Background: an optimization exercise with open tools, aiming at small area and a short achievable clock period. Do not read the settings as production practice. In this exercise RTL edits were held to simulation tests only and were not proved equivalent to the original. The flow treats the clock pin as an ideal source, which a real chip does not have. Power is estimated from default activity; no workload was simulated.

==> run a: inputs <==
Design CPU_TOP, start of the top module:
module CPU_TOP(clk, reset, switches, leds,
               imem_addr, imem_data,
               dmem_addr, dmem_wdata, dmem_we, dmem_rdata);
Settings: LEC_CHECK=0, CAP_MARGIN=10, CELL_PAD_IN_SITES_DETAIL_PLACEMENT=0, CELL_PAD_IN_SITES_GLOBAL_PLACEMENT=1, CORE_MARGIN=2, CORE_UTILIZATION=40, CTS_BUF_LIST=sky130_fd_sc_hd__clkbuf_16, CTS_CLUSTER_DIAMETER=100, CTS_CLUSTER_SIZE=20, PLACE_DENSITY=0.5, SLEW_MARGIN=10, SYNTH_HIERARCHICAL=1; clock period 20.0 ns.
standard.sh (not shown) runs the stock make flow with config.mk's settings and CLKGATE_MAP_FILE= SYNTH_SCRIPT=/design/flow/synth_recipe.tcl, a recipe that flattens the netlist after the stock synthesis.
==> flow/flow/run.sh <==
#!/bin/bash
# Own flow: the standard layout (standard.sh) with
#  - ports buffered with buf_4 instead of the default delay-buffer choice,
#  - timing repair aiming below the clock period (setup margin),
#  - after CTS, area recovery (downsizing) of cells whose paths stay within
#    that same target (post_cts.tcl).
# Each tool's full output is in orfs/logs/; standard.sh's own output in standard.log.
set -uo pipefail
here=$(pwd)
export BUFFER_PORTS_ARGS="-buffer_cell sky130_fd_sc_hd__buf_4"
export SETUP_SLACK_MARGIN=9
export POST_CTS_TCL=$here/flow/post_cts.tcl
bash standard.sh > $here/standard.log 2>&1
==> flow/flow/post_cts.tcl <==
# Area recovery: downsize cells off the critical paths. The setup margin is
# applied as clock uncertainty while it runs, so no path is made slower than
# the repair target; the uncertainty is removed again afterwards.
set margin $::env(SETUP_SLACK_MARGIN)
set_clock_uncertainty -setup $margin [all_clocks]
report_worst_slack
log_cmd repair_timing -recover_power 100
report_worst_slack
set_clock_uncertainty -setup 0 [all_clocks]
log_cmd detailed_placement
check_placement -verbose
report_design_area
==> inputs of run b, as changes to run a <==
--- a/flow/design.v
+++ b/flow/design.v
@@ -44,19 +44,18 @@
             end
             rdbit ra (.s(sel_a[31:1]), .d(col), .y(A[g]));
             rdbit rb (.s(sel_b[31:1]), .d(col), .y(B[g]));
         end
     endgenerate
     wire [15:0] addr_lo;
-    wire        io_c10n;                    
-    agu u_agu (.a(A[15:0]), .imm(instr[15:0]), .addr(addr_lo), .c10n(io_c10n));
+    agu u_agu (.a(A[15:0]), .imm(instr[15:0]), .addr(addr_lo));
     wire [20:0] io_zh;
-    wire        io_t0, rest_n, io_xn, is_io, we_o;
-    iocond u_ioc (.a(A), .imm(instr[15:0]), .zh(io_zh), .t0(io_t0));
+    wire        io_t0, io_c10, rest_n, io_xn, is_io, we_o;
+    iocond u_ioc (.a(A), .imm(instr[15:0]), .zh(io_zh), .t0(io_t0), .c10(io_c10));
     nand21 u_rst (.z(io_zh), .y(rest_n));
-    g_xor2  u_ix (.a(io_t0), .b(io_c10n), .y(io_xn));     
+    g_xnor2 u_ix (.a(io_t0), .b(io_c10), .y(io_xn));      
     g_nor2  u_io (.a(rest_n), .b(io_xn), .y(is_io));
     g_o21a  u_we (.a1(rest_n), .a2(io_xn), .b1(is_sw), .y(we_o));
     wire [31:0] alu_y;
     wire        eq;
     alu u_alu (.a(A), .b(B), .instr(instr), .y(alu_y), .eq(eq));
     wire [31:2] pc_inc, pc_nxt;
@@ -202,81 +201,32 @@
     g_nand2 n0 (.a(s[31]), .b(d[31]), .y(t[10]));
     g_nand4 n1 (.a(t[0]), .b(t[1]), .c(t[2]), .d(t[3]), .y(u[0]));
     g_nand4 n2 (.a(t[4]), .b(t[5]), .c(t[6]), .d(t[7]), .y(u[1]));
     g_nand3 n3 (.a(t[8]), .b(t[9]), .c(t[10]), .y(u[2]));
     g_or3   o1 (.a(u[0]), .b(u[1]), .c(u[2]), .y(y));
 endmodule
-module agu(a, imm, addr, c10n);
+module agu(a, imm, addr);
     input  [15:0] a;
     input  [15:0] imm;
     output [15:0] addr;
-    output        c10n;
-    wire [15:0] gn0, tn0, p;
-    wire [15:0] g1, t1;                     
-    wire [15:0] gn2, tn2;                   
-    wire [15:0] g3, t3;                     
-    wire [15:0] gn4;                        
-    genvar i;
-    generate
-        for (i = 0; i < 16; i = i + 1) begin : b
-            g_nand2 l0g (.a(a[i]), .b(imm[i]), .y(gn0[i]));
-            g_nor2  l0t (.a(a[i]), .b(imm[i]), .y(tn0[i]));
-            g_xor2  l0p (.a(a[i]), .b(imm[i]), .y(p[i]));
-            if (i >= 1) begin : l1
-                g_o21ai ug (.a1(tn0[i]), .a2(gn0[i-1]), .b1(gn0[i]), .y(g1[i]));
-                g_nor2  ut (.a(tn0[i]), .b(tn0[i-1]), .y(t1[i]));
-            end else begin : l1c
-                g_inv   ug (.a(gn0[i]), .y(g1[i]));
-                assign t1[i] = 1'b0;
-            end
-            if (i >= 2) begin : l2
-                g_aoi21 ug (.a1(t1[i]), .a2(g1[i-2]), .b1(g1[i]), .y(gn2[i]));
-                g_nand2 ut (.a(t1[i]), .b(t1[i-2]), .y(tn2[i]));
-            end else begin : l2c
-                g_inv   ug (.a(g1[i]), .y(gn2[i]));
-                assign tn2[i] = 1'b1;
-            end
-            if (i >= 4) begin : l3
-                g_o21ai ug (.a1(tn2[i]), .a2(gn2[i-4]), .b1(gn2[i]), .y(g3[i]));
-                g_nor2  ut (.a(tn2[i]), .b(tn2[i-4]), .y(t3[i]));
-            end else begin : l3c
-                g_inv   ug (.a(gn2[i]), .y(g3[i]));
-                assign t3[i] = 1'b0;
-            end
-            if (i >= 8) begin : l4
-                g_aoi21 ug (.a1(t3[i]), .a2(g3[i-8]), .b1(g3[i]), .y(gn4[i]));
-            end else begin : l4c
-                g_inv   ug (.a(g3[i]), .y(gn4[i]));
-            end
-            if (i == 0) begin : s0
-                assign addr[i] = p[i];
-            end else begin : s
-                g_xnor2 us (.a(p[i]), .b(gn4[i-1]), .y(addr[i]));
-            end
-        end
-    endgenerate
-    assign c10n = gn4[9];
-endmodule
-module g_o21ai(input a1, a2, b1, output y);
-    assign y = ~((a1 | a2) & b1);
-endmodule
-module g_aoi21(input a1, a2, b1, output y);
-    assign y = ~((a1 & a2) | b1);
+    assign addr = a + imm;
 endmodule
-module iocond(a, imm, zh, t0);
+module iocond(a, imm, zh, t0, c10);
     input  [31:0] a;
     input  [15:0] imm;
     output [20:0] zh;
-    output        t0;
+    output        t0, c10;
     wire [31:0] se = {{16{imm[15]}}, imm};
+    wire [10:0] lo10 = {1'b0, a[9:0]} + {1'b0, imm[9:0]};
     wire [21:0] hx = a[31:10];
     wire [21:0] hy = se[31:10];
     wire [21:0] ht = hx ^ hy;
     wire [21:0] hg = hx & hy;
     assign zh  = ht[21:1] ^ hg[20:0];
     assign t0  = ht[0];
+    assign c10 = lo10[10];
 endmodule
 module nand21(z, y);
     input  [20:0] z;
     output        y;
     assign y = ~(&z);
 endmodule
==> inputs of run c, as changes to run a <==
--- a/flow/flow/run.sh
+++ b/flow/flow/run.sh
@@ -5,9 +5,9 @@
 #  - after CTS, area recovery (downsizing) of cells whose paths stay within
 #    that same target (post_cts.tcl).
 # Each tool's full output is in orfs/logs/; standard.sh's own output in standard.log.
 set -uo pipefail
 here=$(pwd)
 export BUFFER_PORTS_ARGS="-buffer_cell sky130_fd_sc_hd__buf_4"
-export SETUP_SLACK_MARGIN=9
+export SETUP_SLACK_MARGIN=9.5
 export POST_CTS_TCL=$here/flow/post_cts.tcl
 bash standard.sh > $here/standard.log 2>&1
==> notes <==
- In run a the routed wire length is smaller than in run b, by 1.7%.
- Synthesized cell count is the same in run c and run a.
- Of run b and run c, run c has the higher non-clock buffer count (gap 9).
- Via count, lowest first: run a, run b, run c.
- In run c the final cell count is higher than in run b, by 0.61%.
- Area after synthesis is the same in run c and run a.
==> figures <==
| item | run b | run a | run c |
|---|---|---|---|
| Max frequency | 83.3 MHz | 85.9 MHz | 85.4 MHz |
| Endpoint of the worst-slack reg-to-reg timing path | regs[15].q[0] | regs[2].q[0] | regs[20].q[0] |
| First-pass GRT wire length | 402 mm | 393 mm | 398 mm |
| Number of combinational gates with multiple inputs | 3,450 | 3,458 | 3,474 |
| Final non-filler cell area | 61,100 um^2 | 60,800 um^2 | 61,900 um^2 |
| GRT Overall Usage | 0.429 | 0.420 | 0.424 |
| Cell Int Power | 3430 uW | 3430 uW | 3440 uW |
| Result of the run | complete, no violations | complete, no violations | complete, no violations |
| Share of the final layout cell area in multi-input gates | 0.491 | 0.490 | 0.484 |
| WL met3 | 42.4 mm | 39.1 mm | 40.4 mm |
| Logic gate share of total power | 0.189 | 0.189 | 0.192 |
| Metal1 wirelength | 110 mm | 112 mm | 113 mm |
| Fill cells | 11,791 | 11,870 | 11,688 |

## re-timing with driven ports
In the flow no input, the clock included, has a driving cell. The finished layouts below were timed again as built, in two steps.
Step 1, drivers: a clkbuf_16 drives clk and a buf_2 each remaining input, both assumed.
Step 2 adds t to the input delays and takes it off the output delays; t is the mean of the earliest and latest rising clock arrival at the registers after step 1. Input paths then give back, and output paths get back, about the clock's delay inside the block.
a / b / c = no drivers / after step 1 / after step 2; a / b = the first two.
| run | shift t [ns] | setup slack, ns | hold WS [ns] | slew at the worst register clock pin (ns) |
|---|---|---|---|---|
| run a | 0.774 | 8.352 / 8.194 / 8.074 | 0.498 / 0.498 / 0.498 | 0.10 / 0.10 |
| run b | 0.772 | 7.994 / 7.793 / 7.793 | 0.486 / 0.486 / 0.486 | 0.10 / 0.10 |
| run c | 0.758 | 8.285 / 8.122 / 8.122 | 0.502 / 0.502 / 0.502 | 0.10 / 0.10 |
After both steps setup and hold are still met in every run listed. For run a, which loses most, drivers alone change the setup slack by -0.158 ns; drivers and shift together by -0.278 ns.
